Background: an optimization exercise with open tools, aiming at small area. Do not read the settings as production practice. In this exercise RTL edits were held to simulation tests only and were not proved equivalent to the original. The flow treats the clock pin as an ideal source, which a real chip does not have. No activity file was given, so power comes from the tool's default toggle rates.

$ cat design.v
`timescale 1ns/1ps
module oq_queue
  #(parameter Q = 0)
   (
    input             clk,
    input             reset,
    input             wr_en,       
    input             mwr_en,      
    input [63:0]      din_data,
    input [2:0]       din_nb,      
    input             din_last,
    input [31:0]      din_user,
    input             tready,
    output [63:0]     tdata,
    output [7:0]      tstrb,
    output            tlast,
    output [31:0]     tuser,
    output            tvalid,
    output            prog_full,   
    output            meta_nf,     
    output            pkt_removed,
    output [31:0]     bytes_removed
    );
   localparam DROWS = 17;
   localparam MROWS = 5;
   reg [4:0] depth;     
   reg       empty;     
   wire      inner_empty = (depth == 5'd0);
   wire      rd_en = tready & ~empty;
   wire      fifo_rd = ~inner_empty & (empty | rd_en);
   always @(posedge clk) begin
      if (reset) begin
         depth <= 5'd0;
         empty <= 1'b1;
      end
      else begin
         depth <= depth + {4'd0, wr_en} - {4'd0, fifo_rd};
         if (empty | rd_en) empty <= inner_empty;
      end
   end
   assign prog_full = depth[4] | depth[3];
   assign tvalid = ~empty;
   reg [64:0] dmem [0:DROWS-1];
   reg [64:0] drd;
   integer r;
   always @(posedge clk)
      if (wr_en) begin
         dmem[0] <= {din_last, din_data};
         for (r = 1; r < DROWS; r = r + 1)
            dmem[r] <= dmem[r-1];
      end
   always @(*) begin
      drd = 65'd0;
      for (r = 0; r < DROWS; r = r + 1)
         drd = drd | (dmem[r] & {65{depth == r}});
   end
   assign tdata = drd[63:0];
   assign tlast = drd[64];
   localparam NROWS = 6;
   reg [2:0] nbmem [0:NROWS-1];
   reg [2:0] pkts;
   reg [2:0] nb;
   wire      last_wr = wr_en & din_last;
   always @(posedge clk) begin
      if (last_wr) begin
         nbmem[0] <= din_nb;
         for (r = 1; r < NROWS; r = r + 1)
            nbmem[r] <= nbmem[r-1];
      end
      if (reset)
         pkts <= 3'd0;
      else
         pkts <= pkts + {2'd0, last_wr} - {2'd0, rd_en & tlast};
   end
   always @(*) begin
      nb = 3'd0;
      for (r = 0; r < NROWS; r = r + 1)
         nb = nb | (nbmem[r] & {3{pkts == r + 1}});
   end
   assign tstrb = tlast ? {nb == 3'd7, nb >= 3'd6, nb >= 3'd5, nb >= 3'd4,
                           nb >= 3'd3, nb >= 3'd2, nb >= 3'd1, 1'b1}
                        : 8'hff;
   reg [2:0] mdepth;    
   reg       mempty;
   reg       in_pkt;    
   wire      mrd_en = rd_en & ~in_pkt;
   wire      minner_empty = (mdepth == 3'd0);
   wire      mfifo_rd = ~minner_empty & (mempty | mrd_en);
   always @(posedge clk) begin
      if (reset) begin
         mdepth <= 3'd0;
         mempty <= 1'b1;
         in_pkt <= 1'b0;
      end
      else begin
         mdepth <= mdepth + {2'd0, mwr_en} - {2'd0, mfifo_rd};
         if (mempty | mrd_en) mempty <= minner_empty;
         if (rd_en) in_pkt <= ~tlast;
      end
   end
   assign meta_nf = (mdepth >= 3'd3);
   reg [31:0] mmem [0:MROWS-1];
   reg [31:0] mrd;
   integer k;
   always @(posedge clk)
      if (mwr_en) begin
         mmem[0] <= din_user;
         for (k = 1; k < MROWS; k = k + 1)
            mmem[k] <= mmem[k-1];
      end
   always @(*) begin
      mrd = 32'd0;
      for (k = 0; k < MROWS; k = k + 1)
         mrd = mrd | (mmem[k] & {32{mdepth == k}});
   end
   generate
      if (Q < 4) begin : known_dst
         assign tuser = mrd | (32'd1 << (24 + 2*Q));
      end
      else begin : any_dst
         assign tuser = mrd;
      end
   endgenerate
   assign pkt_removed = mrd_en;
   assign bytes_removed = {16'd0, mrd[15:0] & {16{mrd_en}}};
endmodule
module bram_output_queues
#(
    parameter C_M_AXIS_DATA_WIDTH=64,
    parameter C_S_AXIS_DATA_WIDTH=64,
    parameter C_M_AXIS_TUSER_WIDTH=32,
    parameter C_S_AXIS_TUSER_WIDTH=32,
    parameter C_S_AXI_DATA_WIDTH=32,
    parameter NUM_QUEUES=5
)
(
    input axi_aclk,
    input axi_resetn,
    input [C_S_AXIS_DATA_WIDTH - 1:0] s_axis_tdata,
    input [((C_S_AXIS_DATA_WIDTH / 8)) - 1:0] s_axis_tstrb,
    input [C_S_AXIS_TUSER_WIDTH-1:0] s_axis_tuser,
    input s_axis_tvalid,
    output reg s_axis_tready,
    input s_axis_tlast,
    output [C_M_AXIS_DATA_WIDTH - 1:0] m_axis_tdata_0,
    output [((C_M_AXIS_DATA_WIDTH / 8)) - 1:0] m_axis_tstrb_0,
    output [C_M_AXIS_TUSER_WIDTH-1:0] m_axis_tuser_0,
    output  m_axis_tvalid_0,
    input m_axis_tready_0,
    output  m_axis_tlast_0,
    output [C_M_AXIS_DATA_WIDTH - 1:0] m_axis_tdata_1,
    output [((C_M_AXIS_DATA_WIDTH / 8)) - 1:0] m_axis_tstrb_1,
    output [C_M_AXIS_TUSER_WIDTH-1:0] m_axis_tuser_1,
    output  m_axis_tvalid_1,
    input m_axis_tready_1,
    output  m_axis_tlast_1,
    output [C_M_AXIS_DATA_WIDTH - 1:0] m_axis_tdata_2,
    output [((C_M_AXIS_DATA_WIDTH / 8)) - 1:0] m_axis_tstrb_2,
    output [C_M_AXIS_TUSER_WIDTH-1:0] m_axis_tuser_2,
    output  m_axis_tvalid_2,
    input m_axis_tready_2,
    output  m_axis_tlast_2,
    output [C_M_AXIS_DATA_WIDTH - 1:0] m_axis_tdata_3,
    output [((C_M_AXIS_DATA_WIDTH / 8)) - 1:0] m_axis_tstrb_3,
    output [C_M_AXIS_TUSER_WIDTH-1:0] m_axis_tuser_3,
    output  m_axis_tvalid_3,
    input m_axis_tready_3,
    output  m_axis_tlast_3,
    output [C_M_AXIS_DATA_WIDTH - 1:0] m_axis_tdata_4,
    output [((C_M_AXIS_DATA_WIDTH / 8)) - 1:0] m_axis_tstrb_4,
    output [C_M_AXIS_TUSER_WIDTH-1:0] m_axis_tuser_4,
    output  m_axis_tvalid_4,
    input m_axis_tready_4,
    output  m_axis_tlast_4,
    output reg  [C_S_AXI_DATA_WIDTH-1:0] bytes_stored,
    output reg  [NUM_QUEUES-1:0]         pkt_stored,
    output [C_S_AXI_DATA_WIDTH-1:0]  bytes_removed_0,
    output [C_S_AXI_DATA_WIDTH-1:0]  bytes_removed_1,
    output [C_S_AXI_DATA_WIDTH-1:0]  bytes_removed_2,
    output [C_S_AXI_DATA_WIDTH-1:0]  bytes_removed_3,
    output [C_S_AXI_DATA_WIDTH-1:0]  bytes_removed_4,
    output                           pkt_removed_0,
    output                           pkt_removed_1,
    output                           pkt_removed_2,
    output                           pkt_removed_3,
    output                           pkt_removed_4,
    output reg [C_S_AXI_DATA_WIDTH-1:0]  bytes_dropped,
    output reg [NUM_QUEUES-1:0]          pkt_dropped
);
   localparam IDLE   = 2'd0;
   localparam WR_PKT = 2'd1;
   localparam DROP   = 2'd2;
   reg [NUM_QUEUES-1:0]          nearly_full;
   wire [NUM_QUEUES-1:0]         prog_full;
   reg [NUM_QUEUES-1:0]          metadata_nearly_full;
   wire [NUM_QUEUES-1:0]         meta_nf;
   reg [NUM_QUEUES-1:0]          wr_en;
   reg [NUM_QUEUES-1:0]          metadata_wr_en;
   reg [NUM_QUEUES-1:0]          cur_queue;
   wire [NUM_QUEUES-1:0]         oq;
   reg [1:0]                     state;
   reg                           first_word;
   wire [C_M_AXIS_DATA_WIDTH-1:0]     q_tdata [NUM_QUEUES-1:0];
   wire [C_M_AXIS_DATA_WIDTH/8-1:0]   q_tstrb [NUM_QUEUES-1:0];
   wire [C_M_AXIS_TUSER_WIDTH-1:0]    q_tuser [NUM_QUEUES-1:0];
   wire [NUM_QUEUES-1:0]              q_tlast, q_tvalid, q_tready, q_removed;
   wire [C_S_AXI_DATA_WIDTH-1:0]      q_bytes_removed [NUM_QUEUES-1:0];
   wire [2:0] in_nb;
   assign in_nb[2] = s_axis_tstrb[4];
   assign in_nb[1] = s_axis_tstrb[6] | (~s_axis_tstrb[4] & s_axis_tstrb[2]);
   assign in_nb[0] = s_axis_tstrb[7] | (~s_axis_tstrb[6] & s_axis_tstrb[5]) |
                     (~s_axis_tstrb[4] & s_axis_tstrb[3]) | (~s_axis_tstrb[2] & s_axis_tstrb[1]);
   assign q_tready = {m_axis_tready_4, m_axis_tready_3, m_axis_tready_2,
                      m_axis_tready_1, m_axis_tready_0};
   generate
   genvar i;
   for(i=0; i<NUM_QUEUES; i=i+1) begin: output_queues
      oq_queue #(.Q(i)) queue
        (.clk           (axi_aclk),
         .reset         (~axi_resetn),
         .wr_en         (wr_en[i]),
         .mwr_en        (metadata_wr_en[i]),
         .din_data      (s_axis_tdata),
         .din_nb        (in_nb),
         .din_last      (s_axis_tlast),
         .din_user      (s_axis_tuser),
         .tready        (q_tready[i]),
         .tdata         (q_tdata[i]),
         .tstrb         (q_tstrb[i]),
         .tlast         (q_tlast[i]),
         .tuser         (q_tuser[i]),
         .tvalid        (q_tvalid[i]),
         .prog_full     (prog_full[i]),
         .meta_nf       (meta_nf[i]),
         .pkt_removed   (q_removed[i]),
         .bytes_removed (q_bytes_removed[i]));
   end
   endgenerate
   localparam DST_POS = 24;
   assign oq = {s_axis_tuser[DST_POS + 1] | s_axis_tuser[DST_POS + 3] |
                s_axis_tuser[DST_POS + 5] | s_axis_tuser[DST_POS + 7],
                s_axis_tuser[DST_POS + 6], s_axis_tuser[DST_POS + 4],
                s_axis_tuser[DST_POS + 2], s_axis_tuser[DST_POS]};
   wire admit = ~|((nearly_full | metadata_nearly_full) & oq);
   wire idle_start = (state == IDLE) & s_axis_tvalid;
   always @(*) begin
      s_axis_tready  = (state != IDLE);
      wr_en          = (state == WR_PKT && s_axis_tvalid) ? cur_queue : {NUM_QUEUES{1'b0}};
      metadata_wr_en = first_word ? wr_en : {NUM_QUEUES{1'b0}};
   end
   always @(posedge axi_aclk) begin
      if(~axi_resetn) begin
         state <= IDLE;
         cur_queue <= 0;
         first_word <= 0;
         bytes_stored <= 0;
         pkt_stored <= 0;
         pkt_dropped <= 0;
         bytes_dropped <= 0;
      end
      else begin
         bytes_stored  <= 0;
         pkt_stored    <= 0;
         pkt_dropped   <= 0;
         bytes_dropped <= 0;
         case (state)
           IDLE: begin
              cur_queue <= oq;
              if (s_axis_tvalid) begin
                 if (admit) begin
                    state <= WR_PKT;
                    first_word <= 1'b1;
                    pkt_stored <= oq;
                    bytes_stored <= {16'd0, s_axis_tuser[15:0]};
                 end
                 else begin
                    state <= DROP;
                    pkt_dropped <= oq;
                    bytes_dropped <= {16'd0, s_axis_tuser[15:0]};
                 end
              end
           end
           WR_PKT: begin
              if (s_axis_tvalid) begin
                 first_word <= 1'b0;
                 if (s_axis_tlast) state <= IDLE;
              end
           end
           default: begin
              if (s_axis_tvalid & s_axis_tlast) state <= IDLE;
           end
         endcase
      end
      nearly_full <= prog_full;
      metadata_nearly_full <= meta_nf;
   end
   assign m_axis_tdata_0  = q_tdata[0];
   assign m_axis_tstrb_0  = q_tstrb[0];
   assign m_axis_tuser_0  = q_tuser[0];
   assign m_axis_tlast_0  = q_tlast[0];
   assign m_axis_tvalid_0 = q_tvalid[0];
   assign pkt_removed_0   = q_removed[0];
   assign bytes_removed_0 = q_bytes_removed[0];
   assign m_axis_tdata_1  = q_tdata[1];
   assign m_axis_tstrb_1  = q_tstrb[1];
   assign m_axis_tuser_1  = q_tuser[1];
   assign m_axis_tlast_1  = q_tlast[1];
   assign m_axis_tvalid_1 = q_tvalid[1];
   assign pkt_removed_1   = q_removed[1];
   assign bytes_removed_1 = q_bytes_removed[1];
   assign m_axis_tdata_2  = q_tdata[2];
   assign m_axis_tstrb_2  = q_tstrb[2];
   assign m_axis_tuser_2  = q_tuser[2];
   assign m_axis_tlast_2  = q_tlast[2];
   assign m_axis_tvalid_2 = q_tvalid[2];
   assign pkt_removed_2   = q_removed[2];
   assign bytes_removed_2 = q_bytes_removed[2];
   assign m_axis_tdata_3  = q_tdata[3];
   assign m_axis_tstrb_3  = q_tstrb[3];
   assign m_axis_tuser_3  = q_tuser[3];
   assign m_axis_tlast_3  = q_tlast[3];
   assign m_axis_tvalid_3 = q_tvalid[3];
   assign pkt_removed_3   = q_removed[3];
   assign bytes_removed_3 = q_bytes_removed[3];
   assign m_axis_tdata_4  = q_tdata[4];
   assign m_axis_tstrb_4  = q_tstrb[4];
   assign m_axis_tuser_4  = q_tuser[4];
   assign m_axis_tlast_4  = q_tlast[4];
   assign m_axis_tvalid_4 = q_tvalid[4];
   assign pkt_removed_4   = q_removed[4];
   assign bytes_removed_4 = q_bytes_removed[4];
endmodule
$ cat flow/run.sh
#!/bin/bash
# Standard layout, unchanged.
bash standard.sh > standard.log 2>&1
$ cat standard.sh
#!/bin/bash
# synth_recipe.tcl (not shown) runs the flow's synth.tcl, then flattens the netlist and writes it again
# the make line also repeats each setting of config.mk as NAME=value (left out here)
make -C /OpenROAD-flow-scripts/flow DESIGN_CONFIG=/design/flow/config.mk WORK_HOME=/design/flow/orfs CLKGATE_MAP_FILE= SYNTH_SCRIPT=/design/flow/synth_recipe.tcl "${@:-finish}"
$ cat config.mk
export PLATFORM = sky130hd
export DESIGN_NAME = bram_output_queues
export DESIGN_NICKNAME = bram_output_queues
export VERILOG_FILES = /design/flow/design.v
export SDC_FILE = /design/flow/constraint.sdc
export NUM_CORES = 4
export LEC_CHECK = 0
export CAP_MARGIN = 20
export CORE_MARGIN = 2
export CORE_UTILIZATION = 45
export SLEW_MARGIN = 20
$ cat constraint.sdc
create_clock -name core_clock -period 5.0 [get_ports {axi_aclk}]
set_input_delay 1.0000 -clock core_clock [delete_from_list [all_inputs] [get_ports {axi_aclk}]]
set_output_delay 1.0000 -clock core_clock [all_outputs]
set_load 0.01 [all_outputs]
==> results.json, run 1 <==
{
  "status": "finished clean",
  "core-area_mm2": 0.538,
  "worst_pin_slew_ns": 1.24,
  "finClkSkew_ns": 0.0773,
  "antenna_left": 0,
  "drtIter0Drc": 20900,
  "clk_latency_ns": 1.14,
  "synthCells": 13300,
  "hp-start": "output_queues[0].queue.dmem[2][32]",
  "clockRootBuffer": "clkbuf_16",
  "die_y_um": 739,
  "avgSynthCellArea_um2": 18.3,
  "drt_pass1_iterations": 9,
  "clkTransAtPathRegs_ns": 0.06,
  "crit_path_start_kind": "register",
  "postCtsHoldBufs": 0,
  "end_kind": "output port",
  "finalCoreUtilization_pct": 53.4,
  "synth-edff-count": 6395,
  "ys_seq_area_share_pct": 80.1,
  "rows": 269,
  "ys_ff_latch": 6525,
  "synth-main-ff-cell": "edfxtp_1",
  "grt_pass1_wl_um": 1000000,
  "hold_class": "reg -> reg",
  "synth_cell_types": 84,
  "numCtsBuffers": 664,
  "cts_tree": "done",
  "start_util_pct": 45.2,
  "slew_violations": 0,
  "r2r_start": "output_queues[0].queue.depth[2]",
  "antenna_found_initial": 101,
  "fp.dieW_um": 739,
  "p_per_area_mw_per_mm2": 539,
  "leakagePower_nw": 91.9,
  "place.gp.congestion": 0.826,
  "fmax_ghz": 0.201,
  "cts_sinks": 6525,
  "startpoint": "output_queues[3].queue.depth[1]",
  "required_ns": 4.00,
  "drc": 0,
  "max_slew_margin_pct": 17.3,
  "vias": 139000,
  "critPathMaxFanout": 14,
  "area_growth_pct": 18.2,
  "num_io_pins": 883,
  "wl_per_cell_um": 32.2,
  "final_cells": 22600,
  "rsz0062_at_grt": "true",
  "grt_max_degree": 173,
  "drive_above_1_share_pct": 14.5,
  "grt_pass1_vias": 131000,
  "dp_cells": 21100,
  "cts_htree_levels": 6,
  "clk_path_buf_depth": 4,
  "hold_violations": 0,
  "async_flop_share_pct": 0,
  "drt-total-wl_um": 728000,
  "final_nets": 15000,
  "port_buffers": 760,
  "cp_data_arrival_time_ns": 3.97,
  "setup_viol": 0,
  "yosys_warnings": 21,
  "hpwl_um": 453000,
  "min_period_ns": 4.97,
  "tns_ns": 0,
  "finalCritPeriodShare_pct": 99.3,
  "netlist_area_mm2": 0.243,
  "ir_worst_vdd_v": 0.000535,
  "timing.hold.ws_ns": 0.396,
  "maxCapViolCount": 0,
  "total_power_w": 0.155,
  "path_class": "reg -> out",
  "die_area_mm2": 0.546,
  "grt_usage_pct": 25.5,
  "viasPerCell": 6.16,
  "globalRouteOverflowTotal": 0
}
routing by layer:
layer / GRT usage [%] / vias to the layer above / part of all wire [%]
met2: 37.8 / 8245 / 44
met3: 6.02 / 1054 / 11
met5: 0 / - / 0.0095
li1: - / 57300 / -
met4: 8.70 / 10 / 3.4
met1: 37.3 / 72700 / 41
cells in the mapped netlist (all sizes together), types with 31 or more instances:
cell / number / area [µm²]
edfxtp: 6395 / 192000
mux2i: 1095 / 11000
a22oi: 718 / 5390
nor2: 569 / 2140
buf: 498 / 2950
nand2: 471 / 1770
clkbuf: 328 / 1230
o22ai: 287 / 1800
a22o: 278 / 2430
a221oi: 274 / 2400
o21ai: 256 / 1280
a21oi: 178 / 891
nand4: 173 / 1080
and2: 157 / 982
a222oi: 155 / 1550
nand3: 153 / 766
a2111oi: 148 / 1310
dfxtp: 130 / 2600
inv: 95 / 357
mux4: 93 / 2090
o2bb2ai: 86 / 753
ha: 70 / 876
a221o: 62 / 621
nor2b: 55 / 344
and3: 48 / 300
a211oi: 46 / 345
nor3: 39 / 225
o221ai: 39 / 342
nand2b: 38 / 238
mux2: 31 / 349
layout make-up:
| cell class | count | area [µm²] |
|---|---|---|
| antenna | 102 | 255 |
| clock buffer | 822 | 17400 |
| clock inverter | 393 | 3740 |
| fill | 42500 | 250000 |
| inverter | 99 | 375 |
| multi-input combinational | 5928 | 46000 |
| sequential | 6525 | 195000 |
| tap | 7181 | 8980 |
| timing repair buffer | 1555 | 15800 |
through the flow:
step	instance area (µm²)	worst slack, ns
floorplan	244000	-5.61
global placement	263000	0.485
detailed placement	263000	0.441
CTS	287000	-0.0842
global route	287000	-0.0381
finish	287000	0.0334
report_power, final:
| part | total, W | leakage, nW | switching [W] | internal [W] |
|---|---|---|---|---|
| Clock | 0.0488 | 10.3 | 0.0217 | 0.0272 |
| Sequential | 0.0611 | 58.6 | 0.000953 | 0.0601 |
| Combinational | 0.0451 | 23.1 | 0.0270 | 0.0180 |
final timing paths:
path / cells past startpoint / slack, ns / endpoint
min: 0 / 0.40 / output_queues[0].queue.dmem[3][32]
max: 6 / 0.03 / m_axis_tdata_3[35]
min reg2reg: 0 / 0.40 / output_queues[0].queue.dmem[3][32]
max reg2reg: 20 / 1.04 / output_queues[0].queue.depth[4]
cell usage in the layout, fill, tap and decap left out, types with 86 or more instances in the layout:
cell,count
edfxtp_1,6395
dfxtp_1,103
clkbuf_16,672
clkbuf_1,142
nand3_1,135
buf_4,572
a221oi_1,271
mux4_2,93
a22oi_1,718
o21ai_0,247
a222oi_1,155
clkinv_2,119
a21oi_1,178
o22ai_1,287
conb_1,121
buf_12,149
and2_1,150
nor2_1,518
o2bb2ai_1,86
mux2i_1,1095
nand2_1,444
inv_1,90
diode_2,102
clkdlybuf4s50_1,585
clkinv_1,160
a22o_1,278
nand4_1,173
state kept, by name (all words and copies together), names as in the netlist:
register / count
output_queues.queue.mempty: 5
bytes_dropped: 16
output_queues.queue.depth: 25
output_queues.queue.nbmem: 90
output_queues.queue.mdepth: 15
pkt_dropped: 5
first_word: 1
nearly_full: 5
state: 2
cur_queue: 5
output_queues.queue.pkts: 15
metadata_nearly_full: 5
output_queues.queue.mmem: 780
output_queues.queue.empty: 5
pkt_stored: 5
output_queues.queue.in_pkt: 5
bytes_stored: 16
output_queues.queue.dmem: 5525
cells by family after synthesis:
group                    share of synthesized area, %
other                                         0.00309
AO/OA/AOI/OAI                                    8.29
XOR/XNOR                                       0.0829
flip-flops                                       80.1
AND/OR/NAND/NOR                                  3.69
buffers and inverters                            1.87
adder cells (fa/ha/maj)                         0.484
multiplexers                                     5.51
what timing repair did:
item	in CTS	in global routing
buffers inserted	141	13
endpoints found under the setup margin	378	116
pin swaps	111	38
resized for setup	371	109
gates cloned	14	2
worst max-delay path, cell delays in order (launching register included):
cell	delay [ns]
dfxtp_4	0.51
buf_4	0.18
nor2b_2	0.94
a22oi_1	0.18
o221ai_1	0.25
or3_1	0.23
clkdlybuf4s50_1	0.58
==> run 2, diff against run 1 <==
==> flow/run.sh (replaced) <==
#!/bin/bash
# Layout flow: the standard ORFS flow (standard.sh) with two changes.
#  * Synthesis: the standard flow's synthesis script (synth_recipe.tcl) unchanged, except
#    that the final ABC technology mapping uses an area-oriented script
#    (flow/area.abc) instead of ORFS's speed script. Registers are mapped by
#    dfflibmap before ABC runs, so they are the standard synthesis's.
#  * CTS: ORFS's default clock_tree_synthesis arguments plus
#    -dont_use_dummy_load.
# Each tool's output goes to the ORFS logs under orfs/logs; make's output goes
# to flow.log in this folder.
set -euo pipefail
HERE=$(pwd)
sed -e "s#@ABC_SCRIPT@#$HERE/flow/area.abc#" flow/synth.tcl > synth_area.tcl
bash standard.sh SYNTH_SCRIPT=$HERE/synth_area.tcl \
  CTS_ARGS="-sink_clustering_enable -repair_clock_nets -dont_use_dummy_load" \
  finish > flow.log 2>&1
==> flow/area.abc (new file) <==
&get -n
&st
&dch
&nf -R 1000 -F 8 -A 8 -C 32
&put
==> flow/synth.tcl (new file) <==
# synth_recipe.tcl with the ABC mapping script replaced.
proc synth {args} { yosys synth -nofsm -noshare {*}$args }
proc abc {args} {
  set i [lsearch -exact $args -script]
  if {$i >= 0} { lset args [expr {$i + 1}] @ABC_SCRIPT@ }
  yosys abc {*}$args
}
source $::env(SCRIPTS_DIR)/synth.tcl
# left out here: clear keep_hierarchy, flatten, clean up, hide names made inside functions, write 1_2_yosys.v
==> run 2 against run 1 <==
  * Still clean
  * Register-to-register slack gained 0.30 ns
  * Maximum frequency up 1.2%
  * Final cell count shrank 14%
  * Clock power decreased by 15%
  * First-iteration DRC count increased by 27%
  * Combinational power decreased by 21%
  * Core utilization shrank 0.69 points
  * Critical endpoint is now m_axis_tdata_0[26]
  * Largest cell class unchanged
  * Highest routed layer unchanged
==> results.json, run 2 <==
{
  "clkTransAtPathRegs_ns": 0.06,
  "synth_top_area_share_pct": 84.4,
  "required_ns": 4.00,
  "end_kind": "output port",
  "grt_max_degree": 178,
  "drtIter0Drc": 26600,
  "slew_violations": 0,
  "status": "finished clean",
  "cp.depth": 9,
  "antenna_left": 0,
  "synth_area_leaders": "edfxtp_1, a222oi_1, a22oi_1, and4_1, dfxtp_1",
  "antenna_found_initial": 83,
  "hp-start": "output_queues[1].queue.dmem[15][32]",
  "fillers": 38600,
  "startpoint": "output_queues[0].queue.depth[2]",
  "p_clk_share_pct": 30.3,
  "vias": 129000,
  "hold_class": "reg -> reg",
  "timing.hold.ws_ns": 0.373,
  "rows": 261,
  "drc": 0,
  "setup_viol": 0,
  "p_per_area_mw_per_mm2": 517,
  "crit_path_start_kind": "register",
  "largest_reg_flops": 5525,
  "synth-edff-count": 6395,
  "r2r_start": "output_queues[0].queue.depth[3]",
  "avgSynthCellArea_um2": 21.2,
  "hpwl_um": 366000,
  "maxCapViolCount": 0,
  "place.gp.congestion": 0.828,
  "finClkSkew_ns": 0.0988,
  "largestRegisters": "output_queues.queue.dmem (5525), output_queues.queue.mmem (780), output_queues.queue.nbmem (90)",
  "numCtsBuffers": 655,
  "grt_pass1_vias": 125000,
  "mostFrequentLayoutCell": "edfxtp_1",
  "reg2reg_depth": 18,
  "worst_pin_slew_ns": 1.12,
  "worstPathCellList": "clkinv_1 > ha_1 > nand2_1 > nor3_2 > buf_12 > a222oi_1 > and4_1 > nand4_1 > clkdlybuf4s50_1",
  "core-area_mm2": 0.505,
  "die_area_mm2": 0.511,
  "critPathMaxFanout": 52,
  "cts_sinks": 6525,
  "start_util_pct": 45.1,
  "leakagePower_nw": 81.4,
  "max_slew_margin_pct": 25.1,
  "finalCritPeriodShare_pct": 98.2,
  "switchingPower_w": 0.0411,
  "drt_pass1_iterations": 13,
  "wl_per_cell_um": 34.4,
  "power.internal_w": 0.0967,
  "die_y_um": 715,
  "final_cells": 19400,
  "cpMaxStageDelayCell": "clkdlybuf4s50_1",
  "ys_seq_area_share_pct": 85.5,
  "ys_ff_latch": 6525,
  "netlist_area_mm2": 0.228,
  "fmax_ghz": 0.204,
  "max_stage_delay_ns": 0.81,
  "synthCells": 10800,
  "num_io_pins": 883,
  "globalRouteOverflowTotal": 0,
  "min_period_ns": 4.91,
  "drt-total-wl_um": 669000,
  "yosysMostFrequentCell": "edfxtp_1",
  "path_class": "reg -> out",
  "grt_usage_pct": 24.9,
  "holdPathStages": 0,
  "dp_cells": 18600,
  "synth-main-ff-cell": "edfxtp_1",
  "synth_cell_types": 36,
  "async_flop_share_pct": 0,
  "swShare_pct": 29.8,
  "comb_power_share_pct": 25.7,
  "drive_above_1_share_pct": 10.7,
  "regMostFlops": "output_queues.queue.dmem",
  "grt_pass1_wl_um": 923000,
  "yosys_warnings": 21,
  "final_cell_mix": "edfxtp_1, a222oi_1, clkbuf_16, a22oi_1, clkdlybuf4s50_1",
  "hold_violations": 0,
  "cp.buffers_inverters": 3,
  "path_delay_family": "buffers and inverters",
  "ir_worst_vdd_v": 0.000446,
  "rsz0062_at_grt": "true",
  "synthTopCellsByCount": "edfxtp_1, a222oi_1, a22oi_1",
  "cts_tree": "done",
  "postCtsHoldBufs": 0,
  "power_frac_seq_pct": 44.0,
  "area_growth_pct": 16.9,
  "cp_data_arrival_time_ns": 3.91,
  "yosys.area.top_type": "edfxtp_1",
  "fp.dieW_um": 715,
  "final_nets": 12800,
  "viasPerCell": 6.67,
  "clk_latency_ns": 1.09,
  "port_buffers": 760
}
run 2: cell types whose count changed after synthesis, sizes merged, moves of 200 or more:
cell	change
clkbuf	-328
a222oi	+1446
buf	-377
and4	+327
nor2	-444
a221oi	-258
a22o	-263
o21ai	-200
o22ai	-287
mux2i	-1095
run 2: logic make-up after synthesis:
group           synth area share, %
flops                          85.5
compound gates                 9.66
xor+xnor                     0.0192
buf+inv                       0.592
simple gates                   3.69
other cells                 0.00330
fa+ha+maj                     0.517
run 2: path summary, 6_finish.rpt:
path                                          to  slack, ns
max reg2reg       output_queues[0].queue.pkts[2]       1.34
min          output_queues[1].queue.dmem[16][32]       0.37
min reg2reg  output_queues[1].queue.dmem[16][32]       0.37
max                           m_axis_tdata_0[26]       0.09
run 2: what timing repair did:
action                     CTS  global route
cloned                       7             4
pin swaps                   27            15
hold endpoints to repair     0             0
setup endpoints to repair  342           110
setup buffers               45            10
gates resized for setup    198            73
run 2: power groups by stage:
stage / clock (W) / sequential, W / combinational [W]
after detailed placement: 0 / 0.0617 / 0.0352
after global routing: 0.0443 / 0.0607 / 0.0372
after global placement: 0 / 0.0616 / 0.0351
after CTS: 0.0424 / 0.0606 / 0.0355
after floorplan: 0 / 0.0616 / 0.0140
final: 0.0417 / 0.0606 / 0.0355
run 2: layout make-up:
cell class | count | area (µm²) | share of cell area, %
flip-flops and latches | 6525 | 195000 | 73.1
diodes | 95 | 238 | 0.0893
inverters | 117 | 462 | 0.173
multi-input cells | 4116 | 33200 | 12.5
well taps | 6706 | 8390 | 3.15
repair buffers | 1200 | 12800 | 4.82
clock buffers | 655 | 16400 | 6.16
run 2: metal layers:
| metal | global-route usage [%] | vias to the layer above | routed length (µm) | share of wire [%] |
|---|---|---|---|---|
| met1 | 33.5 | 66800 | 247000 | 37 |
| met5 | 0 | - | 105 | 0.016 |
| met3 | 6.57 | 1079 | 85500 | 13 |
| met2 | 38.7 | 9802 | 310000 | 46 |
| li1 | - | 51800 | - | - |
| met4 | 10.3 | 16 | 26000 | 3.9 |
run 2: through the flow:
step                total power (W)  worst slack, ns  area, µm²  utilization, %  TNS [ns]
finish                        0.138           0.0919     266000            52.8         0
floorplan                    0.0755            -5.69     228000               -         -
global route                  0.142          -0.0279     266000            52.7   -0.0293
global placement             0.0967            0.482     248000            49.2         0
detailed placement           0.0969            0.416     248000            49.2         0
CTS                           0.138          -0.0318     266000            52.6   -0.0511
==> run 3, diff against run 2 <==
--- a/design.v
+++ b/design.v
@@ -173,6 +173,6 @@
     input m_axis_tready_4,
     output  m_axis_tlast_4,
-    output reg  [C_S_AXI_DATA_WIDTH-1:0] bytes_stored,
-    output reg  [NUM_QUEUES-1:0]         pkt_stored,
+    output      [C_S_AXI_DATA_WIDTH-1:0] bytes_stored,
+    output      [NUM_QUEUES-1:0]         pkt_stored,
     output [C_S_AXI_DATA_WIDTH-1:0]  bytes_removed_0,
     output [C_S_AXI_DATA_WIDTH-1:0]  bytes_removed_1,
@@ -185,6 +185,6 @@
     output                           pkt_removed_3,
     output                           pkt_removed_4,
-    output reg [C_S_AXI_DATA_WIDTH-1:0]  bytes_dropped,
-    output reg [NUM_QUEUES-1:0]          pkt_dropped
+    output     [C_S_AXI_DATA_WIDTH-1:0]  bytes_dropped,
+    output     [NUM_QUEUES-1:0]          pkt_dropped
 );
    localparam IDLE   = 2'd0;
@@ -249,4 +249,10 @@
       metadata_wr_en = first_word ? wr_en : {NUM_QUEUES{1'b0}};
    end
+   reg        stored_flag, dropped_flag;
+   reg [15:0] last_bytes;
+   assign pkt_stored    = cur_queue & {NUM_QUEUES{stored_flag}};
+   assign pkt_dropped   = cur_queue & {NUM_QUEUES{dropped_flag}};
+   assign bytes_stored  = {16'd0, last_bytes & {16{stored_flag}}};
+   assign bytes_dropped = {16'd0, last_bytes & {16{dropped_flag}}};
    always @(posedge axi_aclk) begin
       if(~axi_resetn) begin
@@ -254,14 +260,10 @@
          cur_queue <= 0;
          first_word <= 0;
-         bytes_stored <= 0;
-         pkt_stored <= 0;
-         pkt_dropped <= 0;
-         bytes_dropped <= 0;
+         stored_flag <= 0;
+         dropped_flag <= 0;
       end
       else begin
-         bytes_stored  <= 0;
-         pkt_stored    <= 0;
-         pkt_dropped   <= 0;
-         bytes_dropped <= 0;
+         stored_flag  <= idle_start & admit;
+         dropped_flag <= idle_start & ~admit;
          case (state)
            IDLE: begin
@@ -271,11 +273,7 @@
                     state <= WR_PKT;
                     first_word <= 1'b1;
-                    pkt_stored <= oq;
-                    bytes_stored <= {16'd0, s_axis_tuser[15:0]};
                  end
                  else begin
                     state <= DROP;
-                    pkt_dropped <= oq;
-                    bytes_dropped <= {16'd0, s_axis_tuser[15:0]};
                  end
               end
@@ -292,4 +290,5 @@
          endcase
       end
+      last_bytes <= s_axis_tuser[15:0];
       nearly_full <= prog_full;
       metadata_nearly_full <= meta_nf;
==> flow/run.sh (replaced) <==
#!/bin/bash
# Layout flow: the standard ORFS flow (standard.sh) with these changes.
#  * Synthesis: the standard flow's synthesis script (synth_recipe.tcl) unchanged, except
#    that the final ABC technology mapping uses an area-oriented script
#    (flow/area.abc) instead of ORFS's speed script. Registers are mapped by
#    dfflibmap before ABC runs, so they are the standard synthesis's.
#  * Port buffers: every input and output port still gets a buffer, but a
#    buf_1 rather than the cell buffer_ports picks by itself.
#  * CTS: no dummy loads; clusters of at most 18 sinks driven by clkbuf_8.
# Each tool's output goes to the ORFS logs under orfs/logs; make's output goes
# to flow.log in this folder.
set -euo pipefail
HERE=$(pwd)
sed -e "s#@ABC_SCRIPT@#$HERE/flow/area.abc#" flow/synth.tcl > synth_area.tcl
bash standard.sh SYNTH_SCRIPT=$HERE/synth_area.tcl \
  "BUFFER_PORTS_ARGS=-buffer_cell sky130_fd_sc_hd__buf_1" \
  "CTS_ARGS=-sink_clustering_enable -repair_clock_nets -dont_use_dummy_load -sink_clustering_size 18 -sink_clustering_max_diameter 50 -buf_list {sky130_fd_sc_hd__clkbuf_8}" \
  finish > flow.log 2>&1
--- a/config.mk
+++ b/config.mk
@@ -6,6 +6,6 @@
 export NUM_CORES = 4
 export LEC_CHECK = 0
-export CAP_MARGIN = 20
+export CAP_MARGIN = 0
 export CORE_MARGIN = 2
 export CORE_UTILIZATION = 45
-export SLEW_MARGIN = 20
+export SLEW_MARGIN = 0
==> run 3 against run 2 <==
  * Still clean on timing, DRC and antenna
  * Non-clock buffer count decreased by 114
  * Highest routed layer unchanged
  * Critical path type unchanged
  * Final cell count decreased by 0.99%
  * Clock skew increased by 0.092 ns
  * Sequential share of layout area increased by 4.2 points
  * Count of clock-buffer cells in the layout decreased by 95
  * Via count decreased by 1.2%
  * Die area decreased by 0.17%
  * Largest cell class unchanged
  * Synthesized cell count about the same
==> results.json, run 3 <==
{
  "status": "finished clean",
  "routed-wl-met2_um": 307000,
  "grt_usage_pct": 24.6,
  "ys_seq_area_share_pct": 85.5,
  "fmax_ghz": 0.205,
  "drtIter0Drc": 26000,
  "worst_pin_slew_ns": 1.41,
  "synth_fa_ha_area_share_pct": 0.518,
  "cp.depth": 9,
  "r2r_start": "output_queues[1].queue.depth[3]",
  "hpwl_um": 360000,
  "synth_area_leaders": "edfxtp_1, a222oi_1, a22oi_1, and4_1, dfxtp_1",
  "numCtsBuffers": 560,
  "regMostFlops": "output_queues.queue.dmem",
  "setup_viol": 0,
  "yosys_warnings": 21,
  "yosys.area.top_type": "edfxtp_1",
  "multi_input_area_mm2": 0.0332,
  "leakagePower_nw": 74.2,
  "finalCritPeriodShare_pct": 97.6,
  "fillers": 39900,
  "top_layer_used": "met5",
  "grt_pass1_wl_um": 911000,
  "clk_latency_ns": 1.29,
  "synth-main-ff-cell": "edfxtp_1",
  "finClkSkew_ns": 0.191,
  "cpMaxStageDelayCell": "buf_6",
  "largestRegisters": "output_queues.queue.dmem (5525), output_queues.queue.mmem (780), output_queues.queue.nbmem (90)",
  "final_cell_mix": "edfxtp_1, a222oi_1, buf_1, a22oi_1, clkbuf_8",
  "drc": 0,
  "drive_above_1_share_pct": 9.23,
  "grt_pass1_vias": 123000,
  "yosysMostFrequentCell": "edfxtp_1",
  "min_period_ns": 4.88,
  "largest_reg_flops": 5525,
  "path_class": "reg -> out",
  "synth-simple-area-share_pct": 3.61,
  "vias": 128000,
  "synth-xor-area-share_pct": 0.0578,
  "rows": 260,
  "viasPerCell": 6.65,
  "clkTransAtPathRegs_ns": 0.10,
  "tns_ns": 0,
  "maxCapViolCount": 0,
  "timing.hold.ws_ns": 0.146,
  "antenna_left": 0,
  "ys_ff_latch": 6501,
  "synth_top_area_share_pct": 84.5,
  "hold_violations": 0,
  "slew_violations": 0,
  "synthCells": 10800,
  "cts_tree": "done",
  "synth-edff-count": 6395,
  "place.gp.congestion": 0.831,
  "end_kind": "output port",
  "p_per_area_mw_per_mm2": 466,
  "synthTopCellsByCount": "edfxtp_1, a222oi_1, a22oi_1",
  "crit_path_start_kind": "register",
  "die_area_mm2": 0.511,
  "cp.buffers_inverters": 3,
  "r2r_slack_ns": 1.32,
  "drt_pass1_iterations": 14,
  "startpoint": "output_queues[0].queue.depth[3]",
  "synthMuxAreaShare_pct": 0,
  "synth_cell_types": 32,
  "num_io_pins": 883,
  "rsz0062_at_grt": "true",
  "grt_max_degree": 223,
  "fp.dieW_um": 715,
  "async_flop_share_pct": 0,
  "synth_compound_area_share_pct": 9.78,
  "port_buffers": 760,
  "clockRootBuffer": "clkbuf_8",
  "globalRouteOverflowTotal": 0,
  "max_stage_delay_ns": 0.53,
  "die_y_um": 715,
  "r2r-end": "output_queues[1].queue.pkts[2]",
  "synth_top_family_by_area": "compound AO/OA/AOI/OAI gates",
  "wl_per_cell_um": 34.3,
  "mostFrequentLayoutCell": "edfxtp_1",
  "cts_sinks": 6501,
  "route.met3.wl_um": 81300,
  "start_util_pct": 45.2,
  "antenna_found_initial": 79,
  "drt-total-wl_um": 659000,
  "max_slew_margin_pct": 5.90,
  "critPathMaxFanout": 32,
  "ir_worst_vdd_v": 0.000394,
  "worstPathCellList": "inv_2 > ha_2 > nand2_1 > nor3_4 > buf_6 > a222oi_1 > and4_1 > nand4_1 > buf_1",
  "reg2reg_depth": 17,
  "final_nets": 12600,
  "netlist_area_mm2": 0.227,
  "core-area_mm2": 0.502,
  "area_growth_pct": 10.5,
  "path_delay_family": "buffers and inverters",
  "register_area_mm2": 0.194,
  "crit_path_end": "m_axis_tdata_0[16]",
  "wl_met1_um": 241000,
  "required_ns": 4.00,
  "clk_path_buf_depth": 4,
  "hold_class": "in -> reg",
  "cts_htree_levels": 6,
  "cp_data_arrival_time_ns": 3.88,
  "avgSynthCellArea_um2": 21.1
}
## run 3: cell count changes after synthesis, moves of 17 or more
cell / change
a221oi_1: +23
a222oi_1: -46
a22o_1: +21
a22oi_1: +33
a31oi_1: +24
and2_0: -28
and4_1: -27
dfxtp_1: -24
nand2_1: -17
nand3_1: +59
nand4_1: -18
or2_0: +22
## run 3: per-layer routing
metal	track usage, %	vias up
met5	0	-
met3	6.75	1165
met4	11.0	24
met1	32.1	66000
met2	38.7	9481
li1	-	51300
## run 3: timing repair
| action | 4_1_cts | 5_1_grt |
|---|---|---|
| pin swaps | 8 | 9 |
| hold endpoints to repair | 1 | 0 |
| gates cloned | 4 | 2 |
| hold buffers | 1 | 0 |
| resized for setup | 80 | 43 |
| setup buffers | 6 | 0 |
| setup endpoints to repair | 219 | 43 |
## run 3: area by class of cell
class,instances,area share (%)
clock buffers,560,3.07
inverters,109,0.172
well taps,6681,3.33
multi-input cells,4153,13.2
flip-flops and latches,6501,77.3
diodes,132,0.132
repair buffers,1086,2.76
## run 3: per-stage QoR
step	cell area, µm²	cells	setup slack (ns)	util (%)	total power (W)
after global placement	242000	18500	0.544	48.3	0.0912
after detailed placement	242000	18500	0.589	48.3	0.0915
after floorplan	228000	10900	-7.94	-	0.0755
after global routing	251000	19100	-0.0704	49.9	0.121
final	251000	19200	0.120	50.0	0.117
after CTS	251000	19100	-0.00172	49.9	0.118
## run 3: worst register-to-register path, cell delays in order (launching register included)
cell	delay (ns)
dfxtp_1	0.36
clkinv_1	0.13
ha_1	0.23
nand2_2	0.20
nor2_4	0.08
a22o_1	0.24
a221oi_1	0.23
and4_1	0.28
nand3_4	0.23
buf_4	0.30
and2_0	0.16
ha_1	0.28
clkinv_1	0.07
ha_4	0.12
clkinv_2	0.05
fa_1	0.41
o21ai_0	0.17
a21oi_1	0.07
## run 3: where the power goes
group / switching, W / internal, W
Sequential: 0.000641 / 0.0598
Clock: 0.0165 / 0.0100
Combinational: 0.0212 / 0.00897
Total: 0.0383 / 0.0788
## run 3: kinds of logic after synthesis
kind of cell,Yosys count
adder cells (fa/ha/maj),85
other,2
AO/OA/AOI/OAI,2466
AND/OR/NAND/NOR,1466
flip-flops,6501
buffers and inverters,230
XOR/XNOR,15
## run 3: worst min path at each step
stage                                                  start                            endpoint  cells after the start
after global routing                           s_axis_tvalid                        dropped_flag                      3
final                                          s_axis_tvalid                        dropped_flag                      3
after detailed placement   output_queues[2].queue.mmem[3][6]   output_queues[2].queue.mmem[4][6]                      0
after CTS                                      s_axis_tvalid                        dropped_flag                      3
after global placement    output_queues[1].queue.dmem[11][0]  output_queues[1].queue.dmem[12][0]                      0
after floorplan           output_queues[0].queue.dmem[10][0]  output_queues[0].queue.dmem[11][0]                      0
==> run 4, diff against run 3 <==
--- a/design.v
+++ b/design.v
@@ -29,11 +29,15 @@
    wire      rd_en = tready & ~empty;
    wire      fifo_rd = ~inner_empty & (empty | rd_en);
+   wire [4:0]       depth_n = depth + {4'd0, wr_en} - {4'd0, fifo_rd};
+   reg [DROWS-1:0]  dsel;
    always @(posedge clk) begin
       if (reset) begin
          depth <= 5'd0;
+         dsel  <= {{DROWS-1{1'b0}}, 1'b1};
          empty <= 1'b1;
       end
       else begin
-         depth <= depth + {4'd0, wr_en} - {4'd0, fifo_rd};
+         depth <= depth_n;
+         dsel  <= {{DROWS-1{1'b0}}, 1'b1} << depth_n;
          if (empty | rd_en) empty <= inner_empty;
       end
@@ -53,5 +57,5 @@
       drd = 65'd0;
       for (r = 0; r < DROWS; r = r + 1)
-         drd = drd | (dmem[r] & {65{depth == r}});
+         drd = drd | (dmem[r] & {65{dsel[r]}});
    end
    assign tdata = drd[63:0];
@@ -60,6 +64,9 @@
    reg [2:0] nbmem [0:NROWS-1];
    reg [2:0] pkts;
+   reg [NROWS-1:0] psel;    
    reg [2:0] nb;
    wire      last_wr = wr_en & din_last;
+   wire [2:0] pkts_n = pkts + {2'd0, last_wr} - {2'd0, rd_en & tlast};
+   wire [NROWS:0] pkts_oh = {{NROWS{1'b0}}, 1'b1} << pkts_n;
    always @(posedge clk) begin
       if (last_wr) begin
@@ -68,13 +75,17 @@
             nbmem[r] <= nbmem[r-1];
       end
-      if (reset)
+      if (reset) begin
          pkts <= 3'd0;
-      else
-         pkts <= pkts + {2'd0, last_wr} - {2'd0, rd_en & tlast};
+         psel <= {NROWS{1'b0}};
+      end
+      else begin
+         pkts <= pkts_n;
+         psel <= pkts_oh[NROWS:1];
+      end
    end
    always @(*) begin
       nb = 3'd0;
       for (r = 0; r < NROWS; r = r + 1)
-         nb = nb | (nbmem[r] & {3{pkts == r + 1}});
+         nb = nb | (nbmem[r] & {3{psel[r]}});
    end
    assign tstrb = tlast ? {nb == 3'd7, nb >= 3'd6, nb >= 3'd5, nb >= 3'd4,
@@ -87,12 +98,16 @@
    wire      minner_empty = (mdepth == 3'd0);
    wire      mfifo_rd = ~minner_empty & (mempty | mrd_en);
+   wire [2:0]       mdepth_n = mdepth + {2'd0, mwr_en} - {2'd0, mfifo_rd};
+   reg [MROWS-1:0]  msel;    
    always @(posedge clk) begin
       if (reset) begin
          mdepth <= 3'd0;
+         msel   <= {{MROWS-1{1'b0}}, 1'b1};
          mempty <= 1'b1;
          in_pkt <= 1'b0;
       end
       else begin
-         mdepth <= mdepth + {2'd0, mwr_en} - {2'd0, mfifo_rd};
+         mdepth <= mdepth_n;
+         msel   <= {{MROWS-1{1'b0}}, 1'b1} << mdepth_n;
          if (mempty | mrd_en) mempty <= minner_empty;
          if (rd_en) in_pkt <= ~tlast;
@@ -112,5 +127,5 @@
       mrd = 32'd0;
       for (k = 0; k < MROWS; k = k + 1)
-         mrd = mrd | (mmem[k] & {32{mdepth == k}});
+         mrd = mrd | (mmem[k] & {32{msel[k]}});
    end
    generate
==> run 4 against run 3 <==
  * Still clean
  * Global-route usage shrank 0.65 points
  * Worst hold slack improved by 0.0094 ns
  * Register-to-register slack worse by 0.30 ns
  * Cell area grew 0.41%
  * Core utilization is 0.47 points lower
  * Wire length decreased by 1.5%
  * First-iteration DRC count rose by 4.7%
  * Power is 5.8% higher
  * Critical endpoint is now m_axis_tdata_1[32]
==> results.json, run 4 <==
{
  "port_buffers": 760,
  "synth_area_leaders": "edfxtp_1, a222oi_1, dfxtp_1, a22oi_1, and4_1",
  "numCtsBuffers": 558,
  "die_y_um": 719,
  "setup_viol": 0,
  "synth-edff-count": 6395,
  "cts_sinks": 6641,
  "timing.hold.ws_ns": 0.155,
  "final_cell_mix": "edfxtp_1, a222oi_1, buf_1, a22oi_1, clkbuf_8",
  "path_class": "reg -> out",
  "die_area_mm2": 0.517,
  "tns_ns": 0,
  "grt_max_degree": 226,
  "yosys_warnings": 21,
  "worst_pin_slew_ns": 1.39,
  "ys_seq_area_share_pct": 85.7,
  "required_ns": 4.00,
  "cts_htree_levels": 6,
  "fp.dieW_um": 719,
  "synth-main-ff-cell": "edfxtp_1",
  "rows": 262,
  "cp_data_arrival_time_ns": 3.86,
  "clk_latency_ns": 1.29,
  "clk_path_buf_depth": 4,
  "maxCapViolCount": 0,
  "end_kind": "output port",
  "grt_pass1_wl_um": 905000,
  "area_growth_pct": 9.65,
  "num_io_pins": 883,
  "largest_reg_flops": 5525,
  "synth_top_area_share_pct": 83.5,
  "finalCoreUtilization_pct": 49.5,
  "final_nets": 12600,
  "start_util_pct": 45.2,
  "cpMaxStageDelayCell": "buf_4",
  "finClkSkew_ns": 0.134,
  "grt_usage_pct": 23.9,
  "ys_ff_latch": 6641,
  "synth_cell_types": 35,
  "fmax_ghz": 0.206,
  "clkTransAtPathRegs_ns": 0.11,
  "wl_met1_um": 245000,
  "drive_above_1_share_pct": 8.34,
  "hold_class": "in -> reg",
  "cts_tree": "done",
  "clockRootBuffer": "clkbuf_8",
  "core-area_mm2": 0.509,
  "antenna_found_initial": 98,
  "crit_top_cell": "buf_4",
  "crit_path_start_kind": "register",
  "mostFrequentLayoutCell": "edfxtp_1",
  "drt_pass1_iterations": 10,
  "avgSynthCellArea_um2": 21.3,
  "hold_violations": 0,
  "yosysMostFrequentCell": "edfxtp_1",
  "worstPathCellList": "buf_4 > buf_4 > a222oi_1 > and4_1 > nand3_1 > buf_1",
  "routed-wl-met2_um": 304000,
  "grt_pass1_vias": 122000,
  "ir_worst_vdd_v": 0.000354,
  "critPathMaxFanout": 41,
  "max_stage_delay_ns": 0.81,
  "vias": 127000,
  "top_layer_used": "met5",
  "finalCritPeriodShare_pct": 97.1,
  "drc": 0,
  "antenna_left": 0,
  "globalRouteOverflowTotal": 0,
  "yosys.area.top_type": "edfxtp_1",
  "drt-total-wl_um": 649000,
  "p_per_area_mw_per_mm2": 491,
  "drtIter0Drc": 27300,
  "viasPerCell": 6.61,
  "regMostFlops": "output_queues.queue.dmem",
  "place.gp.congestion": 0.812,
  "route.met3.wl_um": 77200,
  "leakagePower_nw": 74.6,
  "netlist_area_mm2": 0.230,
  "status": "finished clean",
  "hpwl_um": 362000,
  "slew_violations": 0,
  "wl_per_cell_um": 33.7,
  "synthTopCellsByCount": "edfxtp_1, a222oi_1, a22oi_1",
  "synthCells": 10800,
  "async_flop_share_pct": 0,
  "min_period_ns": 4.86,
  "largestRegisters": "output_queues.queue.dmem (5525), output_queues.queue.mmem (780), output_queues.queue.nbmem (90)",
  "max_slew_margin_pct": 7.39
}
## run 4: timing repair
action | CTS | global route
hold buffers | 12 | 0
resized for setup | 3 | 1
setup endpoints to repair | 6 | 1
buffers inserted | 0 | 1
pin swaps | 0 | 0
endpoints found under the hold margin | 17 | 0
## run 4: layout make-up
class	count	area [µm²]
Fill cell	40800	257000
Antenna cell	112	280
Tap cell	6732	8420
Inverter	114	428
Multi-Input combinational cell	4052	32400
Sequential cell	6641	197000
Timing Repair Buffer	1042	5700
Clock buffer	558	7680
## run 4: layer usage
layer	vias up	global-route usage, %
met2	9276	37.7
met4	14	8.50
met5	-	0
li1	51400	-
met3	1013	5.66
met1	65700	32.8
## run 4: kinds of logic after synthesis
family | count (synthesis) | share of synthesized area [%]
and+or+nand+nor | 1464 | 3.69
DFF | 6641 | 85.7
adders and majority gates | 75 | 0.457
AOI/OAI and AO/OA | 2357 | 9.48
xor gates and xnor gates | 35 | 0.133
other | 2 | 0.00327
buffers and inverters | 235 | 0.581
## run 4: metrics by stage
step,instances,area [µm²],setup WS [ns],total power [W]
2_1_floorplan,10900,231000,-5.90,0.0803
3_3_place_gp,18600,244000,0.988,0.0984
3_5_place_dp,18600,244000,0.926,0.0987
4_1_cts,19100,252000,0.00159,0.125
5_1_grt,19200,252000,-0.000457,0.129
6_report,19300,252000,0.144,0.124
## run 4: worst paths after layout
check,to,cells after the start,slack (ns),start
max reg2reg,output_queues[3].queue.psel[3],17,1.02,output_queues[3].queue.dsel[4]
min reg2reg,output_queues[4].queue.dmem[2][8],0,0.36,output_queues[4].queue.dmem[1][8]
max,m_axis_tdata_1[32],6,0.14,output_queues[1].queue.dsel[4]
min,last_bytes[1],1,0.16,s_axis_tuser[1]
## run 4: power by group
part           internal, W  switching, W  total [W]  leakage [nW]
clock              0.00998        0.0168     0.0267          4.01
combinational       0.0100        0.0230     0.0330          11.0
sequential          0.0614       0.00275     0.0642          59.6
## run 4: critical path, delay by kind of cell, from the launching register on
kind	cells	cell delay (ns)
buf+inv	3	1.65
compound gates	1	0.24
simple gates	2	0.34
flops	1	0.35
==> run 5, diff against run 4 <==
--- a/design.v
+++ b/design.v
@@ -26,89 +26,61 @@
    reg [4:0] depth;     
    reg       empty;     
+   reg [4:0] wptr, rptr;
    wire      inner_empty = (depth == 5'd0);
    wire      rd_en = tready & ~empty;
    wire      fifo_rd = ~inner_empty & (empty | rd_en);
-   wire [4:0]       depth_n = depth + {4'd0, wr_en} - {4'd0, fifo_rd};
-   reg [DROWS-1:0]  dsel;
    always @(posedge clk) begin
       if (reset) begin
          depth <= 5'd0;
-         dsel  <= {{DROWS-1{1'b0}}, 1'b1};
          empty <= 1'b1;
+         wptr  <= 5'd0;
+         rptr  <= 5'd0;
       end
       else begin
-         depth <= depth_n;
-         dsel  <= {{DROWS-1{1'b0}}, 1'b1} << depth_n;
+         depth <= depth + {4'd0, wr_en} - {4'd0, fifo_rd};
          if (empty | rd_en) empty <= inner_empty;
+         if (wr_en) wptr <= (wptr == DROWS-1) ? 5'd0 : wptr + 5'd1;
+         if (rd_en) rptr <= (rptr == DROWS-1) ? 5'd0 : rptr + 5'd1;
       end
    end
    assign prog_full = depth[4] | depth[3];
    assign tvalid = ~empty;
-   reg [64:0] dmem [0:DROWS-1];
-   reg [64:0] drd;
+   reg [67:0] dmem [0:DROWS-1];
+   reg [67:0] drd;
    integer r;
    always @(posedge clk)
-      if (wr_en) begin
-         dmem[0] <= {din_last, din_data};
-         for (r = 1; r < DROWS; r = r + 1)
-            dmem[r] <= dmem[r-1];
-      end
+      for (r = 0; r < DROWS; r = r + 1)
+         if (wr_en && wptr == r) dmem[r] <= {din_last, din_nb, din_data};
    always @(*) begin
-      drd = 65'd0;
+      drd = 68'd0;
       for (r = 0; r < DROWS; r = r + 1)
-         drd = drd | (dmem[r] & {65{dsel[r]}});
+         drd = drd | (dmem[r] & {68{rptr == r}});
    end
+   wire [2:0]  nb = drd[66:64];
    assign tdata = drd[63:0];
-   assign tlast = drd[64];
-   localparam NROWS = 6;
-   reg [2:0] nbmem [0:NROWS-1];
-   reg [2:0] pkts;
-   reg [NROWS-1:0] psel;    
-   reg [2:0] nb;
-   wire      last_wr = wr_en & din_last;
-   wire [2:0] pkts_n = pkts + {2'd0, last_wr} - {2'd0, rd_en & tlast};
-   wire [NROWS:0] pkts_oh = {{NROWS{1'b0}}, 1'b1} << pkts_n;
-   always @(posedge clk) begin
-      if (last_wr) begin
-         nbmem[0] <= din_nb;
-         for (r = 1; r < NROWS; r = r + 1)
-            nbmem[r] <= nbmem[r-1];
-      end
-      if (reset) begin
-         pkts <= 3'd0;
-         psel <= {NROWS{1'b0}};
-      end
-      else begin
-         pkts <= pkts_n;
-         psel <= pkts_oh[NROWS:1];
-      end
-   end
-   always @(*) begin
-      nb = 3'd0;
-      for (r = 0; r < NROWS; r = r + 1)
-         nb = nb | (nbmem[r] & {3{psel[r]}});
-   end
-   assign tstrb = tlast ? {nb == 3'd7, nb >= 3'd6, nb >= 3'd5, nb >= 3'd4,
-                           nb >= 3'd3, nb >= 3'd2, nb >= 3'd1, 1'b1}
-                        : 8'hff;
+   assign tlast = drd[67];
+   assign tstrb = {nb == 3'd7, nb >= 3'd6, nb >= 3'd5, nb >= 3'd4,
+                   nb >= 3'd3, nb >= 3'd2, nb >= 3'd1, 1'b1};
    reg [2:0] mdepth;    
    reg       mempty;
+   reg [2:0] mwptr;
+   reg [2:0] mhead;     
    reg       in_pkt;    
    wire      mrd_en = rd_en & ~in_pkt;
    wire      minner_empty = (mdepth == 3'd0);
    wire      mfifo_rd = ~minner_empty & (mempty | mrd_en);
-   wire [2:0]       mdepth_n = mdepth + {2'd0, mwr_en} - {2'd0, mfifo_rd};
-   reg [MROWS-1:0]  msel;    
    always @(posedge clk) begin
       if (reset) begin
          mdepth <= 3'd0;
-         msel   <= {{MROWS-1{1'b0}}, 1'b1};
          mempty <= 1'b1;
+         mwptr  <= 3'd0;
+         mhead  <= MROWS-1;
          in_pkt <= 1'b0;
       end
       else begin
-         mdepth <= mdepth_n;
-         msel   <= {{MROWS-1{1'b0}}, 1'b1} << mdepth_n;
+         mdepth <= mdepth + {2'd0, mwr_en} - {2'd0, mfifo_rd};
          if (mempty | mrd_en) mempty <= minner_empty;
+         if (mwr_en) mwptr <= (mwptr == MROWS-1) ? 3'd0 : mwptr + 3'd1;
+         if (mfifo_rd) mhead <= (mhead == MROWS-1) ? 3'd0 : mhead + 3'd1;
          if (rd_en) in_pkt <= ~tlast;
       end
@@ -119,13 +91,10 @@
    integer k;
    always @(posedge clk)
-      if (mwr_en) begin
-         mmem[0] <= din_user;
-         for (k = 1; k < MROWS; k = k + 1)
-            mmem[k] <= mmem[k-1];
-      end
+      for (k = 0; k < MROWS; k = k + 1)
+         if (mwr_en && mwptr == k) mmem[k] <= din_user;
    always @(*) begin
       mrd = 32'd0;
       for (k = 0; k < MROWS; k = k + 1)
-         mrd = mrd | (mmem[k] & {32{msel[k]}});
+         mrd = mrd | (mmem[k] & {32{mhead == k}});
    end
    generate
@@ -188,6 +157,6 @@
     input m_axis_tready_4,
     output  m_axis_tlast_4,
-    output      [C_S_AXI_DATA_WIDTH-1:0] bytes_stored,
-    output      [NUM_QUEUES-1:0]         pkt_stored,
+    output reg  [C_S_AXI_DATA_WIDTH-1:0] bytes_stored,
+    output reg  [NUM_QUEUES-1:0]         pkt_stored,
     output [C_S_AXI_DATA_WIDTH-1:0]  bytes_removed_0,
     output [C_S_AXI_DATA_WIDTH-1:0]  bytes_removed_1,
@@ -200,6 +169,6 @@
     output                           pkt_removed_3,
     output                           pkt_removed_4,
-    output     [C_S_AXI_DATA_WIDTH-1:0]  bytes_dropped,
-    output     [NUM_QUEUES-1:0]          pkt_dropped
+    output reg [C_S_AXI_DATA_WIDTH-1:0]  bytes_dropped,
+    output reg [NUM_QUEUES-1:0]          pkt_dropped
 );
    localparam IDLE   = 2'd0;
@@ -264,10 +233,4 @@
       metadata_wr_en = first_word ? wr_en : {NUM_QUEUES{1'b0}};
    end
-   reg        stored_flag, dropped_flag;
-   reg [15:0] last_bytes;
-   assign pkt_stored    = cur_queue & {NUM_QUEUES{stored_flag}};
-   assign pkt_dropped   = cur_queue & {NUM_QUEUES{dropped_flag}};
-   assign bytes_stored  = {16'd0, last_bytes & {16{stored_flag}}};
-   assign bytes_dropped = {16'd0, last_bytes & {16{dropped_flag}}};
    always @(posedge axi_aclk) begin
       if(~axi_resetn) begin
@@ -275,10 +238,14 @@
          cur_queue <= 0;
          first_word <= 0;
-         stored_flag <= 0;
-         dropped_flag <= 0;
+         bytes_stored <= 0;
+         pkt_stored <= 0;
+         pkt_dropped <= 0;
+         bytes_dropped <= 0;
       end
       else begin
-         stored_flag  <= idle_start & admit;
-         dropped_flag <= idle_start & ~admit;
+         bytes_stored  <= 0;
+         pkt_stored    <= 0;
+         pkt_dropped   <= 0;
+         bytes_dropped <= 0;
          case (state)
            IDLE: begin
@@ -288,7 +255,11 @@
                     state <= WR_PKT;
                     first_word <= 1'b1;
+                    pkt_stored <= oq;
+                    bytes_stored <= {16'd0, s_axis_tuser[15:0]};
                  end
                  else begin
                     state <= DROP;
+                    pkt_dropped <= oq;
+                    bytes_dropped <= {16'd0, s_axis_tuser[15:0]};
                  end
               end
@@ -305,5 +276,4 @@
          endcase
       end
-      last_bytes <= s_axis_tuser[15:0];
       nearly_full <= prog_full;
       metadata_nearly_full <= meta_nf;
==> run.sh (new file) <==
#!/bin/bash
# synth_recipe.tcl (not shown) runs the flow's synth.tcl, then flattens the netlist and writes it again
# the make line also repeats each setting of config.mk as NAME=value (left out here)
make -C /OpenROAD-flow-scripts/flow DESIGN_CONFIG=/design/flow/config.mk WORK_HOME=/design/flow/orfs CLKGATE_MAP_FILE= SYNTH_SCRIPT=/design/flow/synth_recipe.tcl finish
--- a/config.mk
+++ b/config.mk
@@ -6,6 +6,6 @@
 export NUM_CORES = 4
 export LEC_CHECK = 0
-export CAP_MARGIN = 0
+export CAP_MARGIN = 20
 export CORE_MARGIN = 2
 export CORE_UTILIZATION = 45
-export SLEW_MARGIN = 0
+export SLEW_MARGIN = 20
removed: flow/run.sh
removed: flow/area.abc
removed: flow/synth.tcl
removed: standard.sh
==> run 5 against run 4 <==
  * Core utilization up 4.6 points
  * Maximum frequency down 2.0%
  * Setup slack worse by 0.099 ns
  * Sequential power down 2%
  * Clock power up 84%
  * First-iteration DRC count down 18%
  * Critical endpoint is now m_axis_tdata_1[58]
  * Highest routed layer unchanged
==> results.json, run 5 <==
{
  "grt_max_degree": 74,
  "p_clk_share_pct": 39.2,
  "end_kind": "output port",
  "antenna_left": 0,
  "synthTopCellsByCount": "edfxtp_1, a22oi_1, nand2_1",
  "register_area_mm2": 0.201,
  "leakagePower_nw": 94.6,
  "ys_seq_area_share_pct": 81.3,
  "timing.hold.ws_ns": 0.143,
  "cp.buffers_inverters": 4,
  "dpl-instance-area_mm2": 0.270,
  "fillers": 42400,
  "die_area_mm2": 0.555,
  "drt-total-wl_um": 823000,
  "synth-edff-count": 6560,
  "synth-main-ff-cell": "edfxtp_1",
  "largestRegisters": "output_queues.queue.dmem (5780), output_queues.queue.mmem (780)",
  "clkTransAtPathRegs_ns": 0.06,
  "grt_pass1_vias": 137000,
  "setup_viol": 0,
  "start_util_pct": 45.1,
  "power_frac_seq_pct": 50.1,
  "p_per_area_mw_per_mm2": 422,
  "drc": 0,
  "core-area_mm2": 0.548,
  "crit_path_start_kind": "register",
  "path_delay_family": "buffers and inverters",
  "power.internal_w": 0.0949,
  "area_growth_pct": 20.1,
  "wl_per_cell_um": 35.9,
  "synth_cell_types": 76,
  "cts_sinks": 6755,
  "drtIter0Drc": 22200,
  "cpMaxStageDelayCell": "nor4bb_4",
  "slew_violations": 0,
  "grt_pass1_wl_um": 1110000,
  "path_class": "reg -> out",
  "maxCapViolCount": 0,
  "ir_worst_vdd_v": 0.000310,
  "netlist_area_mm2": 0.247,
  "required_ns": 4.00,
  "min_period_ns": 4.95,
  "drt_pass1_iterations": 9,
  "rsz0062_at_grt": "true",
  "total_power_w": 0.125,
  "regMostFlops": "output_queues.queue.dmem",
  "antenna_found_initial": 69,
  "max_slew_margin_pct": 22.5,
  "worstPathCellList": "inv_1 > ha_4 > nor4bb_4 > buf_4 > buf_6 > a222oi_1 > nand2_1 > dlygate4sd2_1",
  "max_stage_delay_ns": 0.54,
  "hpwl_um": 453000,
  "async_flop_share_pct": 0,
  "comb_power_share_pct": 10.7,
  "worst_pin_slew_ns": 1.16,
  "final_cell_mix": "edfxtp_1, a22oi_1, clkbuf_16, buf_4, clkdlybuf4s50_1",
  "hold_violations": 0,
  "clockRootBuffer": "clkbuf_16",
  "finClkSkew_ns": 0.0667,
  "yosys.area.top_type": "edfxtp_1",
  "num_io_pins": 883,
  "clk_path_buf_depth": 4,
  "fmax_ghz": 0.202,
  "cts_htree_levels": 6,
  "critPathMaxFanout": 19,
  "postCtsHoldBufs": 0,
  "status": "finished clean",
  "ys_ff_latch": 6755,
  "final_nets": 15400,
  "rows": 272,
  "clk_latency_ns": 1.14,
  "swShare_pct": 24.2,
  "viasPerCell": 6.38,
  "cts_tree": "done",
  "fp.dieW_um": 745,
  "die_y_um": 745,
  "cp_data_arrival_time_ns": 3.95,
  "yosysMostFrequentCell": "edfxtp_1",
  "switchingPower_w": 0.0303,
  "finalCritPeriodShare_pct": 99.1,
  "synth_top_area_share_pct": 79.7,
  "synth_area_leaders": "edfxtp_1, a22oi_1, a222oi_1, dfxtp_1, a221oi_1",
  "grt_usage_pct": 28.4,
  "fin_area_mm2": 0.297,
  "vias": 146000,
  "largest_reg_flops": 5780,
  "yosys_warnings": 16,
  "place.gp.congestion": 0.806,
  "dp_cells": 21400,
  "numCtsBuffers": 678,
  "drive_above_1_share_pct": 16.2,
  "synthCells": 13400,
  "globalRouteOverflowTotal": 0,
  "port_buffers": 760,
  "hold_class": "in -> reg",
  "multi_input_area_mm2": 0.0451,
  "mostFrequentLayoutCell": "edfxtp_1",
  "avgSynthCellArea_um2": 18.4,
  "final_cells": 22900
}
## run 5: changes by cell type after synthesis, moves of 161 or more
cell / delta
a222oi_1: -1234
a22oi_1: +773
buf_2: +239
a22o_1: +367
and4_1: -251
edfxtp_1: +165
and2_1: +170
nor2_1: +179
o21ai_0: +166
inv_1: +161
mux2i_1: +204
a221oi_1: +431
and2_0: -169
clkbuf_1: +463
## run 5: worst paths after layout
check                                                      start                             endpoint  slack [ns]  cells after the start
worst min register to register  output_queues[1].queue.mdepth[2]              metadata_nearly_full[1]        0.45                      2
worst max register to register                          state[1]     output_queues[3].queue.mdepth[2]        1.23                     10
worst max-delay path              output_queues[1].queue.rptr[0]                   m_axis_tdata_1[58]        0.05                      8
worst min-delay path                            s_axis_tdata[16]  output_queues[4].queue.dmem[11][16]        0.14                      1
## run 5: final cells by class
type | instances | share of cell area [%]
well taps | 7261 | 3.06
inverters | 162 | 0.205
repair buffers | 1771 | 6.64
clock inverters | 316 | 1.09
flip-flops and latches | 6755 | 67.7
diodes | 47 | 0.0396
clock buffers | 892 | 6.06
multi-input cells | 5743 | 15.2
## run 5: per-layer routing
layer / share of wire [%] / up-vias / GRT usage [%] / wire [µm]
li1: - / 59200 / - / -
met1: 39 / 76500 / 39.5 / 318000
met2: 46 / 9537 / 45.4 / 381000
met3: 11 / 1231 / 5.23 / 90900
met4: 4.1 / 12 / 9.89 / 33400
met5: 0.010 / - / 0 / 84
## run 5: power groups by stage
| stage | Combinational (W) | Clock (W) | Sequential (W) |
|---|---|---|---|
| detailed placement | 0.0130 | 0 | 0.0639 |
| global placement | 0.0130 | 0 | 0.0639 |
| finish | 0.0134 | 0.0491 | 0.0627 |
| floorplan | 0.00530 | 0 | 0.0638 |
| global route | 0.0142 | 0.0516 | 0.0627 |
| CTS | 0.0134 | 0.0495 | 0.0627 |
## run 5: cells by family (layout without fill, tap and decap cells)
logic type               after synthesis  count (layout)  synth area share [%]
flip-flops                          6755            6755                  81.3
AO/OA/AOI/OAI                       3174            3174                  10.3
AND/OR/NAND/NOR                     1939            1953                  4.22
buffers and inverters               1075            3141                  1.96
multiplexers                         303             303                  1.28
adder cells (fa/ha/maj)              160             160                 0.840
XOR/XNOR                              32              32                 0.113
other                                  2             168               0.00304
## run 5: timing repair
item,CTS,global route
buffers inserted,184,40
gates resized for setup,518,131
endpoints found under the setup margin,382,158
pin swaps,117,48
cloned,42,18
## run 5: worst register-to-register path, stage by stage (launching register included)
cell and delay [ns]:
dfxtp_1 0.33, and3b_1 0.80, nand2_1 0.44, inv_1 0.57, nand2_1 0.34, inv_1 0.24
ha_1 0.17, inv_1 0.06, fa_1 0.40, xnor2_1 0.14, and2_1 0.15
## run 5: metrics by stage
stage                     worst slack (ns)  utilization (%)  setup TNS [ns]
after floorplan                     -0.250                -         -904.88
after global placement             -0.0696             49.3           -6.95
after detailed placement            -0.126             49.3          -18.02
after CTS                          -0.0769             54.0          -0.194
after global routing                -0.102             54.2          -0.623
final                               0.0452             54.2               0

separate check: timing with driven ports:
Ports are ideal in the flow. The routed layouts listed here were re-timed in OpenROAD. Step 1 assumes that a clkbuf_16 drives the clock port and a buf_2 every other input. Step 2, shift: input delay + t, output delay - t, t = (earliest + latest rising clock arrival at the registers) / 2. This alone moves slack from input paths to output paths. a / b / c = no drivers / after step 1 / after step 2; a / b = the first two.
run | t, ns | setup WS [ns]
run 1 | 1.205 | 0.033 / -0.080 / 0.728
run 2 | 1.163 | 0.092 / -0.024 / 0.350
run 3 | 1.308 | 0.120 / -0.005 / 0.275
run 4 | 1.359 | 0.144 / 0.009 / 0.280
run 5 | 1.246 | 0.045 / -0.085 / -0.179
With both steps, setup timing fails in run 5, where it was met with ideal ports.
